What follows belongs to an exercise in optimizing a design on an open flow for small area and a short achievable clock period; a production flow would make more cautious choices.
In this exercise RTL edits were held to simulation tests only and were not proved equivalent to the original.
No driver is modelled on the clock port, so clocking that relies on it looks cheaper here than on a real chip.
Power and IR drop assume default switching activity.

run 1:
## conv
module conv( input clk, input data_in, input [1:0]row_in, input [1:0]col_in,
input signed [7:0]data, output reg signed [7:0]out );
clock: 6.0 ns
lec_check: 0
cap_margin: 20
core_margin: 2
core_utilization: 40
slew_margin: 20
standard.sh (not shown) runs the stock make flow with config.mk's settings and CLKGATE_MAP_FILE= SYNTH_SCRIPT=/design/flow/synth_recipe.tcl, a recipe that flattens the netlist after the stock synthesis.
==> flow/flow/run.sh <==
#!/bin/bash
# Standard ORFS flow with chosen overrides, plus flow/skew.tcl after clock tree
# synthesis, which delays the clock of the out register (useful skew for the
# paths from the window registers into it). Full tool output goes to standard.log.

export SKEW_DRV_CELL=sky130_fd_sc_hd__clkbuf_4
bash standard.sh SYNTH_ARGS=-noabc ABC_AREA=1 BUFFER_PORTS_ARGS='-buffer_cell sky130_fd_sc_hd__buf_2' CORE_UTILIZATION=60 HOLD_SLACK_MARGIN=0.1 POST_CTS_TCL=$PWD/flow/skew.tcl finish > standard.log 2>&1
==> flow/flow/skew.tcl <==
# Useful skew for the paths from the window registers into the out register:
# after clock tree synthesis, delay the clock of the out flip-flops with a
# buffer (SKEW_DRV_CELL) and a chain of delay cells in front of it. Each cell
# of the chain is chosen from a list by the worst setup slack it gives, and the
# chain stops when no cell improves that slack.
proc skew_env {name default} {
  if {[info exists ::env($name)] && $::env($name) ne ""} { return $::env($name) }
  return $default
}
set drv_cell [skew_env SKEW_DRV_CELL sky130_fd_sc_hd__clkbuf_4]
set cands [skew_env SKEW_CANDS {sky130_fd_sc_hd__clkdlybuf4s50_1 sky130_fd_sc_hd__clkdlybuf4s25_1 sky130_fd_sc_hd__clkdlybuf4s18_1 sky130_fd_sc_hd__clkdlybuf4s15_1 sky130_fd_sc_hd__clkbuf_1}]
set max_cells [skew_env SKEW_MAX_CELLS 6]

proc skew_ws {} {
  estimate_parasitics -placement
  return [worst_slack -max]
}
proc skew_input_pin {inst} {
  return [get_pins -of_objects [get_cells $inst] -filter "direction == input"]
}

set pins {}
foreach pin [all_registers -clock_pins] {
  if {[string match {out\[*} [get_full_name $pin]]} { lappend pins $pin }
}
puts "skew: [llength $pins] out clock pins"
set ws0 [skew_ws]
puts "skew: worst setup slack without skew $ws0"
set head [insert_buffer -buffer_cell $drv_cell -load_pins $pins -load_pins_on_diff_nets -buffer_name skew_drv -net_name skew_net]
set ws [skew_ws]
puts "skew: driver $head ($drv_cell): worst setup slack $ws"
if {$ws <= $ws0} {
  remove_buffers $head
  estimate_parasitics -placement
  puts "skew: no gain, driver removed"
} else {
  for {set i 0} {$i < $max_cells} {incr i} {
    set x [insert_buffer -buffer_cell [lindex $cands 0] -load_pins [skew_input_pin $head] -buffer_name skew_dly$i -net_name skew_net]
    set best ""
    set best_ws $ws
    foreach c $cands {
      replace_cell $x $c
      set w [skew_ws]
      puts "skew:   $c: $w"
      if {$w > $best_ws + 0.002} { set best $c; set best_ws $w }
    }
    if {$best eq ""} {
      remove_buffers $x
      estimate_parasitics -placement
      puts "skew: no cell improves the slack; chain done"
      break
    }
    replace_cell $x $best
    set head $x
    set ws [skew_ws]
    puts "skew: added $x ($best): worst setup slack $ws"
  }
}
foreach n [[ord::get_db_block] getNets] {
  if {[string match skew_net* [$n getName]]} { $n setSigType CLOCK }
}
detailed_placement
check_placement -verbose
estimate_parasitics -placement
puts "skew: final worst setup slack [worst_slack -max]"
Run 1: flow completed, timing, DRC and antenna clean
The inputs of run 2 differ from those of run 1 as listed below.
==> flow/flow/run.sh <==
#!/bin/bash
# The standard ORFS flow (the standard.sh) with these changes:
#  - synthesis without Yosys's early ABC pass (SYNTH_ARGS=-noabc), ABC area script;
#  - extra don't-use cells: sky130_fd_sc_hd__ha_1 sky130_fd_sc_hd__ha_2 sky130_fd_sc_hd__ha_4
#  - port buffers of a chosen cell;
#  - flow/skew.tcl after clock tree synthesis, which delays the clock of the out
#    register (useful skew for the paths from the window registers into it).
# The full output of the tools goes to standard.log here (ORFS's own logs are under orfs/logs).
export SKEW_DRV_CELL=sky130_fd_sc_hd__clkbuf_4
export DONT_USE_CELLS="sky130_fd_sc_hd__ha_1 sky130_fd_sc_hd__ha_2 sky130_fd_sc_hd__ha_4"
bash standard.sh SYNTH_ARGS=-noabc ABC_AREA=1 BUFFER_PORTS_ARGS='-buffer_cell sky130_fd_sc_hd__buf_2' CORE_UTILIZATION=60 HOLD_SLACK_MARGIN=0.1  POST_CTS_TCL=$PWD/flow/skew.tcl finish > standard.log 2>&1
==> comparison <==
Run 2 finished every stage and its layout cleared the timing, DRC and antenna checks. Run 2 and run 1 ended up with roughly the same worst setup slack. As far as number of register bits inferred by synthesis goes, run 1 and run 2 are indistinguishable; the numbers are identical. Count of placed standard cells including taps across run 2 and run 1: no real change. Diff run 2..run 1 | area growth from synthesis to layout | unchanged.
Relative to run 2, the following input files were edited for run 3:
diff --git a/flow/flow/run.sh b/flow/flow/run.sh
--- a/flow/flow/run.sh
+++ b/flow/flow/run.sh
@@ -10,2 +10,4 @@
-export DONT_USE_CELLS="sky130_fd_sc_hd__ha_1 sky130_fd_sc_hd__ha_2 sky130_fd_sc_hd__ha_4"
-bash standard.sh SYNTH_ARGS=-noabc ABC_AREA=1 BUFFER_PORTS_ARGS='-buffer_cell sky130_fd_sc_hd__buf_2' CORE_UTILIZATION=60 HOLD_SLACK_MARGIN=0.1  POST_CTS_TCL=$PWD/flow/skew.tcl finish > standard.log 2>&1
+export SKEW_REPAIR_GAIN=0
+# The platform's don't-use list, then the extra cells.
+DU="sky130_fd_sc_hd__lpflow_bleeder_1 sky130_fd_sc_hd__lpflow_clkbufkapwr_1 sky130_fd_sc_hd__lpflow_clkbufkapwr_16 sky130_fd_sc_hd__lpflow_clkbufkapwr_2 sky130_fd_sc_hd__lpflow_clkbufkapwr_4 sky130_fd_sc_hd__lpflow_clkbufkapwr_8 sky130_fd_sc_hd__lpflow_clkinvkapwr_1 sky130_fd_sc_hd__lpflow_clkinvkapwr_16 sky130_fd_sc_hd__lpflow_clkinvkapwr_2 sky130_fd_sc_hd__lpflow_clkinvkapwr_4 sky130_fd_sc_hd__lpflow_clkinvkapwr_8 sky130_fd_sc_hd__lpflow_decapkapwr_12 sky130_fd_sc_hd__lpflow_decapkapwr_3 sky130_fd_sc_hd__lpflow_decapkapwr_4 sky130_fd_sc_hd__lpflow_decapkapwr_6 sky130_fd_sc_hd__lpflow_decapkapwr_8 sky130_fd_sc_hd__lpflow_inputiso0n_1 sky130_fd_sc_hd__lpflow_inputiso0p_1 sky130_fd_sc_hd__lpflow_inputiso1n_1 sky130_fd_sc_hd__lpflow_inputiso1p_1 sky130_fd_sc_hd__lpflow_inputisolatch_1 sky130_fd_sc_hd__lpflow_isobufsrc_1 sky130_fd_sc_hd__lpflow_isobufsrc_16 sky130_fd_sc_hd__lpflow_isobufsrc_2 sky130_fd_sc_hd__lpflow_isobufsrc_4 sky130_fd_sc_hd__lpflow_isobufsrc_8 sky130_fd_sc_hd__lpflow_isobufsrckapwr_16 sky130_fd_sc_hd__lpflow_lsbuf_lh_hl_isowell_tap_1 sky130_fd_sc_hd__lpflow_lsbuf_lh_hl_isowell_tap_2 sky130_fd_sc_hd__lpflow_lsbuf_lh_hl_isowell_tap_4 sky130_fd_sc_hd__lpflow_lsbuf_lh_isowell_4 sky130_fd_sc_hd__lpflow_lsbuf_lh_isowell_tap_1 sky130_fd_sc_hd__lpflow_lsbuf_lh_isowell_tap_2 sky130_fd_sc_hd__lpflow_lsbuf_lh_isowell_tap_4 sky130_fd_sc_hd__probe_p_8 sky130_fd_sc_hd__probec_p_8  sky130_fd_sc_hd__ha_1 sky130_fd_sc_hd__ha_2 sky130_fd_sc_hd__ha_4"
+bash standard.sh DONT_USE_CELLS="$DU" SYNTH_ARGS=-noabc ABC_AREA=1 BUFFER_PORTS_ARGS='-buffer_cell sky130_fd_sc_hd__buf_2' CORE_UTILIZATION=60 HOLD_SLACK_MARGIN=0.1 SLEW_MARGIN=60 CTS_CLUSTER_SIZE=64 CTS_CLUSTER_DIAMETER=200 POST_CTS_TCL=$PWD/flow/skew.tcl finish > standard.log 2>&1
diff --git a/flow/flow/skew.tcl b/flow/flow/skew.tcl
--- a/flow/flow/skew.tcl
+++ b/flow/flow/skew.tcl
@@ -58,0 +59,7 @@
+# Optionally, size up cells on the worst paths once the skew is in place.
+set gain [skew_env SKEW_REPAIR_GAIN 0]
+if {$gain > 0} {
+  set ws [skew_ws]
+  repair_timing -setup -setup_margin [expr {$ws + $gain}] -sequence [skew_env SKEW_REPAIR_SEQ "sizeup,swap"] -verbose
+  puts "skew: after repair, worst setup slack [skew_ws]"
+}
Results
Diff run 2 -> run 3: number of non-clock inverters fell by 9.1%; power has decreased; synthesized cell count went up; internal cell power decreased 2.5%; starting utilization of the core area decreased 0.23 points.
Clock transition at the register clock pins on the worst setup and hold paths after CTS: run 2 vs run 3 — no meaningful difference
Setup changes, run 3 to run 4
diff --git a/flow/flow/run.sh b/flow/flow/run.sh
--- a/flow/flow/run.sh
+++ b/flow/flow/run.sh
@@ -10 +9,0 @@
-export SKEW_REPAIR_GAIN=0
@@ -13 +12 @@
-bash standard.sh DONT_USE_CELLS="$DU" SYNTH_ARGS=-noabc ABC_AREA=1 BUFFER_PORTS_ARGS='-buffer_cell sky130_fd_sc_hd__buf_2' CORE_UTILIZATION=60 HOLD_SLACK_MARGIN=0.1 SLEW_MARGIN=60 CTS_CLUSTER_SIZE=64 CTS_CLUSTER_DIAMETER=200 POST_CTS_TCL=$PWD/flow/skew.tcl finish > standard.log 2>&1
+bash standard.sh DONT_USE_CELLS="$DU" SYNTH_ARGS=-noabc ABC_AREA=1 BUFFER_PORTS_ARGS='-buffer_cell sky130_fd_sc_hd__buf_2' CORE_UTILIZATION=60 HOLD_SLACK_MARGIN=0.1 SLEW_MARGIN=60 POST_CTS_TCL=$PWD/flow/skew.tcl finish > standard.log 2>&1
diff --git a/flow/flow/skew.tcl b/flow/flow/skew.tcl
--- a/flow/flow/skew.tcl
+++ b/flow/flow/skew.tcl
@@ -59,7 +58,0 @@
-# Optionally, size up cells on the worst paths once the skew is in place.
-set gain [skew_env SKEW_REPAIR_GAIN 0]
-if {$gain > 0} {
-  set ws [skew_ws]
-  repair_timing -setup -setup_margin [expr {$ws + $gain}] -sequence [skew_env SKEW_REPAIR_SEQ "sizeup,swap"] -verbose
-  puts "skew: after repair, worst setup slack [skew_ws]"
-}
Summary of run 4 over run 3: count of cell instances traversed by the critical path held, post-route minimum period held, total number of clock tree sinks held, final critical-path share of the clock period held. Number of library cell types mapped by synthesis: run 4 vs run 3 identical. Post-synth design cell area: run 4 vs run 3 identical.
## Diff of input files: run 5 against run 4
==> flow/flow/run.sh <==
#!/bin/bash
# The standard ORFS flow (the standard.sh) with these changes:
#  - synthesis without Yosys's early ABC pass (SYNTH_ARGS=-noabc), ABC area script;
#  - extra don't-use cells: sky130_fd_sc_hd__ha_1 sky130_fd_sc_hd__ha_2 sky130_fd_sc_hd__ha_4
#  - port buffers of a chosen cell;
#  - flow/skew.tcl after clock tree synthesis, which delays the clock of the out
#    register (useful skew for the paths from the window registers into it).
# The full output of the tools goes to standard.log here (ORFS's own logs are under orfs/logs).
export SKEW_DRV_CELL=sky130_fd_sc_hd__clkbuf_4
export DONT_USE_CELLS="sky130_fd_sc_hd__ha_1 sky130_fd_sc_hd__ha_2 sky130_fd_sc_hd__ha_4"
bash standard.sh SYNTH_ARGS=-noabc ABC_AREA=1 BUFFER_PORTS_ARGS='-buffer_cell sky130_fd_sc_hd__buf_2' CORE_UTILIZATION=60 HOLD_SLACK_MARGIN=0.1 SETUP_SLACK_MARGIN=3.7 SETUP_MOVE_SEQUENCE=swap POST_CTS_TCL=$PWD/flow/skew.tcl finish > standard.log 2>&1
## What came out
- Between run 5 and run 4, it is run 5 whose fraction of area in multi-input gates is higher, by 1.9 points.
- Run 4 → run 5: number of detailed-routing iterations run before antenna repair barely changed; relative max-transition margin dropped 37 points; area after synthesis climbed about 1%.
- The flow did not stop early for run 5: all stages ran, and the layout cleared the timing, DRC and antenna checks.

* * *

== rev 12 ==
The RTL this note starts from:
==> flow/design.v <==
`timescale 1ns / 1ps
module conv( input clk, input data_in, input [1:0]row_in, input [1:0]col_in,
input signed [7:0]data, output reg signed [7:0]out );
reg [7:0] n00, n01, n02, x20, x21, x22;
wire w0 = data_in & (row_in == 2'd0);
wire w2 = data_in & (row_in == 2'd2);
always @(posedge clk) begin
  if (w0 & (col_in == 2'd0)) n00 <= ~data;
  if (w0 & (col_in == 2'd1)) n01 <= ~data;
  if (w0 & (col_in == 2'd2)) n02 <= ~data;
  if (w2 & (col_in == 2'd0)) x20 <= data;
  if (w2 & (col_in == 2'd1)) x21 <= data;
  if (w2 & (col_in == 2'd2)) x22 <= data;
end
wire [10:0] a = {3'b0, x20}, b = {3'b0, x22}, c = {3'b0, n00};
wire [10:0] d = {3'b0, n02}, e = {2'b0, x21, 1'b0}, f = {2'b0, n01, 1'b0};
wire [10:0] s1 = a ^ b ^ c;
wire [10:0] c1 = {(a & b | a & c | b & c), 1'b1};
wire [10:0] s2 = d ^ e ^ f;
wire [10:0] maj2 = d & e | d & f | e & f;    
wire [10:0] c2 = {maj2[9:1], 1'b1, 1'b0};
wire [10:0] s3 = s1 ^ c1 ^ s2;
wire [10:0] c3 = {(s1 & c1 | s1 & s2 | c1 & s2), 1'b1};
wire [10:0] s4 = s3 ^ c3 ^ c2;
wire [10:0] c4 = {(s3 & c3 | s3 & c2 | c3 & c2), 1'b0};
wire [7:0] g = s4[7:0] & c4[7:0];
wire [7:0] p = s4[7:0] ^ c4[7:0];
wire [7:0] g1, p1, g2, p2, g3;
genvar i;
generate for (i = 0; i < 8; i = i + 1) begin : ks
  assign g1[i] = (i >= 1) ? g[i] | p[i] & g[i-1] : g[i];
  assign p1[i] = (i >= 1) ? p[i] & p[i-1] : p[i];
  assign g2[i] = (i >= 2) ? g1[i] | p1[i] & g1[i-2] : g1[i];
  assign p2[i] = (i >= 2) ? p1[i] & p1[i-2] : p1[i];
  assign g3[i] = (i >= 4) ? g2[i] | p2[i] & g2[i-4] : g2[i];
end endgenerate
wire [8:0] cy = {g3, 1'b0};           
wire g1_copy = ~(~s4[1] | ~c4[1]);
wire [7:0] lo = p ^ {cy[7:3], g1_copy, cy[1:0]};
localparam [127:0] HTAB = 128'hfffffffffffffffbfffbb220b2200000;
wire [4:0] hb = {c4[10], c4[9], s4[9], c4[8], s4[8]};
wire [3:0] hf = HTAB[hb*4 +: 4];
wire sat  = cy[8] ? hf[0] : hf[2];
wire pass = cy[8] ? hf[1] : hf[3];
wire hold = data_in;
always @(posedge clk)
  out <= {8{hold}} & out | {8{~hold & sat}} | {8{~hold & pass}} & lo;
endmodule
==> flow/config.mk <==
export PLATFORM = sky130hd
export DESIGN_NAME = conv
export DESIGN_NICKNAME = conv
export VERILOG_FILES = /design/flow/design.v
export SDC_FILE = /design/flow/constraint.sdc
export NUM_CORES = 4
export LEC_CHECK = 0
export CAP_MARGIN = 20
export CORE_MARGIN = 2
export CORE_UTILIZATION = 40
export SLEW_MARGIN = 20
==> flow/constraint.sdc <==
create_clock -name core_clock -period 6.0 [get_ports {clk}]
set_input_delay 1.2000 -clock core_clock [delete_from_list [all_inputs] [get_ports {clk}]]
set_output_delay 1.2000 -clock core_clock [all_outputs]
set_load 0.01 [all_outputs]
==> flow/flow/run.sh <==
#!/bin/bash
# The standard ORFS flow (the standard.sh) with these changes:
#  - synthesis without Yosys's early ABC pass (SYNTH_ARGS=-noabc), ABC area script;
#  - extra don't-use cells: sky130_fd_sc_hd__ha_1 sky130_fd_sc_hd__ha_2 sky130_fd_sc_hd__ha_4
#  - port buffers of a chosen cell;
#  - flow/skew.tcl after clock tree synthesis, which delays the clock of the out
#    register (useful skew for the paths from the window registers into it).
# The full output of the tools goes to standard.log here (ORFS's own logs are under orfs/logs).
export SKEW_DRV_CELL=sky130_fd_sc_hd__clkbuf_4
export SKEW_REPAIR_GAIN=0.15
# The platform's don't-use list, then the extra cells.
DU="sky130_fd_sc_hd__lpflow_bleeder_1 sky130_fd_sc_hd__lpflow_clkbufkapwr_1 sky130_fd_sc_hd__lpflow_clkbufkapwr_16 sky130_fd_sc_hd__lpflow_clkbufkapwr_2 sky130_fd_sc_hd__lpflow_clkbufkapwr_4 sky130_fd_sc_hd__lpflow_clkbufkapwr_8 sky130_fd_sc_hd__lpflow_clkinvkapwr_1 sky130_fd_sc_hd__lpflow_clkinvkapwr_16 sky130_fd_sc_hd__lpflow_clkinvkapwr_2 sky130_fd_sc_hd__lpflow_clkinvkapwr_4 sky130_fd_sc_hd__lpflow_clkinvkapwr_8 sky130_fd_sc_hd__lpflow_decapkapwr_12 sky130_fd_sc_hd__lpflow_decapkapwr_3 sky130_fd_sc_hd__lpflow_decapkapwr_4 sky130_fd_sc_hd__lpflow_decapkapwr_6 sky130_fd_sc_hd__lpflow_decapkapwr_8 sky130_fd_sc_hd__lpflow_inputiso0n_1 sky130_fd_sc_hd__lpflow_inputiso0p_1 sky130_fd_sc_hd__lpflow_inputiso1n_1 sky130_fd_sc_hd__lpflow_inputiso1p_1 sky130_fd_sc_hd__lpflow_inputisolatch_1 sky130_fd_sc_hd__lpflow_isobufsrc_1 sky130_fd_sc_hd__lpflow_isobufsrc_16 sky130_fd_sc_hd__lpflow_isobufsrc_2 sky130_fd_sc_hd__lpflow_isobufsrc_4 sky130_fd_sc_hd__lpflow_isobufsrc_8 sky130_fd_sc_hd__lpflow_isobufsrckapwr_16 sky130_fd_sc_hd__lpflow_lsbuf_lh_hl_isowell_tap_1 sky130_fd_sc_hd__lpflow_lsbuf_lh_hl_isowell_tap_2 sky130_fd_sc_hd__lpflow_lsbuf_lh_hl_isowell_tap_4 sky130_fd_sc_hd__lpflow_lsbuf_lh_isowell_4 sky130_fd_sc_hd__lpflow_lsbuf_lh_isowell_tap_1 sky130_fd_sc_hd__lpflow_lsbuf_lh_isowell_tap_2 sky130_fd_sc_hd__lpflow_lsbuf_lh_isowell_tap_4 sky130_fd_sc_hd__probe_p_8 sky130_fd_sc_hd__probec_p_8  sky130_fd_sc_hd__ha_1 sky130_fd_sc_hd__ha_2 sky130_fd_sc_hd__ha_4"
bash standard.sh DONT_USE_CELLS="$DU" SYNTH_ARGS=-noabc ABC_AREA=1 BUFFER_PORTS_ARGS='-buffer_cell sky130_fd_sc_hd__buf_2' CORE_UTILIZATION=60 HOLD_SLACK_MARGIN=0.1 ABC_AREA=0 POST_CTS_TCL=$PWD/flow/skew.tcl finish > standard.log 2>&1
==> flow/flow/skew.tcl <==
# Useful skew for the paths from the window registers into the out register:
# after clock tree synthesis, delay the clock of the out flip-flops with a
# buffer (SKEW_DRV_CELL) and a chain of delay cells in front of it. Each cell
# of the chain is chosen from a list by the worst setup slack it gives, and the
# chain stops when no cell improves that slack.
proc skew_env {name default} {
  if {[info exists ::env($name)] && $::env($name) ne ""} { return $::env($name) }
  return $default
}
set drv_cell [skew_env SKEW_DRV_CELL sky130_fd_sc_hd__clkbuf_4]
set cands [skew_env SKEW_CANDS {sky130_fd_sc_hd__clkdlybuf4s50_1 sky130_fd_sc_hd__clkdlybuf4s25_1 sky130_fd_sc_hd__clkdlybuf4s18_1 sky130_fd_sc_hd__clkdlybuf4s15_1 sky130_fd_sc_hd__clkbuf_1}]
set max_cells [skew_env SKEW_MAX_CELLS 6]

proc skew_ws {} {
  estimate_parasitics -placement
  return [worst_slack -max]
}
proc skew_input_pin {inst} {
  return [get_pins -of_objects [get_cells $inst] -filter "direction == input"]
}

set pins {}
foreach pin [all_registers -clock_pins] {
  if {[string match {out\[*} [get_full_name $pin]]} { lappend pins $pin }
}
puts "skew: [llength $pins] out clock pins"
set ws0 [skew_ws]
puts "skew: worst setup slack without skew $ws0"
set head [insert_buffer -buffer_cell $drv_cell -load_pins $pins -load_pins_on_diff_nets -buffer_name skew_drv -net_name skew_net]
set ws [skew_ws]
puts "skew: driver $head ($drv_cell): worst setup slack $ws"
if {$ws <= $ws0} {
  remove_buffers $head
  estimate_parasitics -placement
  puts "skew: no gain, driver removed"
} else {
  for {set i 0} {$i < $max_cells} {incr i} {
    set x [insert_buffer -buffer_cell [lindex $cands 0] -load_pins [skew_input_pin $head] -buffer_name skew_dly$i -net_name skew_net]
    set best ""
    set best_ws $ws
    foreach c $cands {
      replace_cell $x $c
      set w [skew_ws]
      puts "skew:   $c: $w"
      if {$w > $best_ws + 0.002} { set best $c; set best_ws $w }
    }
    if {$best eq ""} {
      remove_buffers $x
      estimate_parasitics -placement
      puts "skew: no cell improves the slack; chain done"
      break
    }
    replace_cell $x $best
    set head $x
    set ws [skew_ws]
    puts "skew: added $x ($best): worst setup slack $ws"
  }
}
# Optionally, size up cells on the worst paths once the skew is in place.
set gain [skew_env SKEW_REPAIR_GAIN 0]
if {$gain > 0} {
  set ws [skew_ws]
  repair_timing -setup -setup_margin [expr {$ws + $gain}] -sequence [skew_env SKEW_REPAIR_SEQ "sizeup,swap"] -verbose
  puts "skew: after repair, worst setup slack [skew_ws]"
}
foreach n [[ord::get_db_block] getNets] {
  if {[string match skew_net* [$n getName]]} { $n setSigType CLOCK }
}
detailed_placement
check_placement -verbose
estimate_parasitics -placement
puts "skew: final worst setup slack [worst_slack -max]"
#### Input delta (rev 13 over rev 12)
-- flow/flow/run.sh --
<<< rev 12, line 10
export SKEW_REPAIR_GAIN=0.15
>>> rev 13, line 10
export SKEW_REPAIR_GAIN=0.3
<<< rev 12, line 13
bash standard.sh DONT_USE_CELLS="$DU" SYNTH_ARGS=-noabc ABC_AREA=1 BUFFER_PORTS_ARGS='-buffer_cell sky130_fd_sc_hd__buf_2' CORE_UTILIZATION=60 HOLD_SLACK_MARGIN=0.1 ABC_AREA=0 POST_CTS_TCL=$PWD/flow/skew.tcl finish > standard.log 2>&1
>>> rev 13, line 13
bash standard.sh DONT_USE_CELLS="$DU" SYNTH_ARGS=-noabc ABC_AREA=1 BUFFER_PORTS_ARGS='-buffer_cell sky130_fd_sc_hd__buf_2' CORE_UTILIZATION=60 HOLD_SLACK_MARGIN=0.1  POST_CTS_TCL=$PWD/flow/skew.tcl finish > standard.log 2>&1
### Flow results
For switching power summed over all nets, dividing the value from rev 13 by the value from rev 12 gives 1.09.
In the tables for rev 12 and rev 13, adder and majority cell fraction of the synthesized area reads lower with rev 13.
Rev 13 ended with more total power after layout than rev 12.
Minimum clock period after layout (rev 13 over rev 12): decrease, 0.098 ns
Global routing met2 resource utilization, rev 12 and rev 13, higher one = rev 12.
From rev 12 to rev 13 the numbers moved as follows: part of the cycle the worst path needs decreased by 1.6 points relative to the old numbers; fraction of power consumed by the clock network went down by 0.9 points; register share of total power went down; source-to-sink clock delay at the later pin of the worst-skew pair fell 0.10 ns.

## re-timing with driven ports
The results above use ideal ports. As a check the final layouts listed here were re-extracted and re-timed, cells and wires unchanged. Step 1 (the two cells are an assumption about what drives the block):
set clk [get_ports {clk}]
set_driving_cell -lib_cell sky130_fd_sc_hd__clkbuf_16 $clk
set_driving_cell -lib_cell sky130_fd_sc_hd__buf_2 [delete_from_list [all_inputs] $clk]
Step 2, shift: input delay + t, output delay - t, t = (earliest + latest rising clock arrival at the registers) / 2. This alone moves slack from input paths to output paths. a / b / c = ideal ports / drivers / drivers and shift; a / b = the first two.
run	t (ns)	setup slack, ns	clock arrival spread, ns	slew at the worst register clock pin (ns)
run 1	0.635	3.353 / 3.323 / 2.741	0.660 / 0.660	0.10 / 0.10
run 2	0.635	3.353 / 3.323 / 2.741	0.660 / 0.660	0.10 / 0.10
run 3	0.624	3.373 / 3.347 / 2.835	0.655 / 0.655	0.10 / 0.10
run 4	0.624	3.373 / 3.347 / 2.835	0.655 / 0.655	0.10 / 0.10
run 5	0.640	3.380 / 3.352 / 3.002	0.651 / 0.651	0.10 / 0.10
rev 12	0.674	3.332 / 3.305 / 2.813	0.726 / 0.726	0.10 / 0.10
rev 13	0.621	3.430 / 3.403 / 2.908	0.642 / 0.642	0.10 / 0.10
In every run listed the clock reaches the registers at very different times; t lies between them, and the last value is a rough guide only.
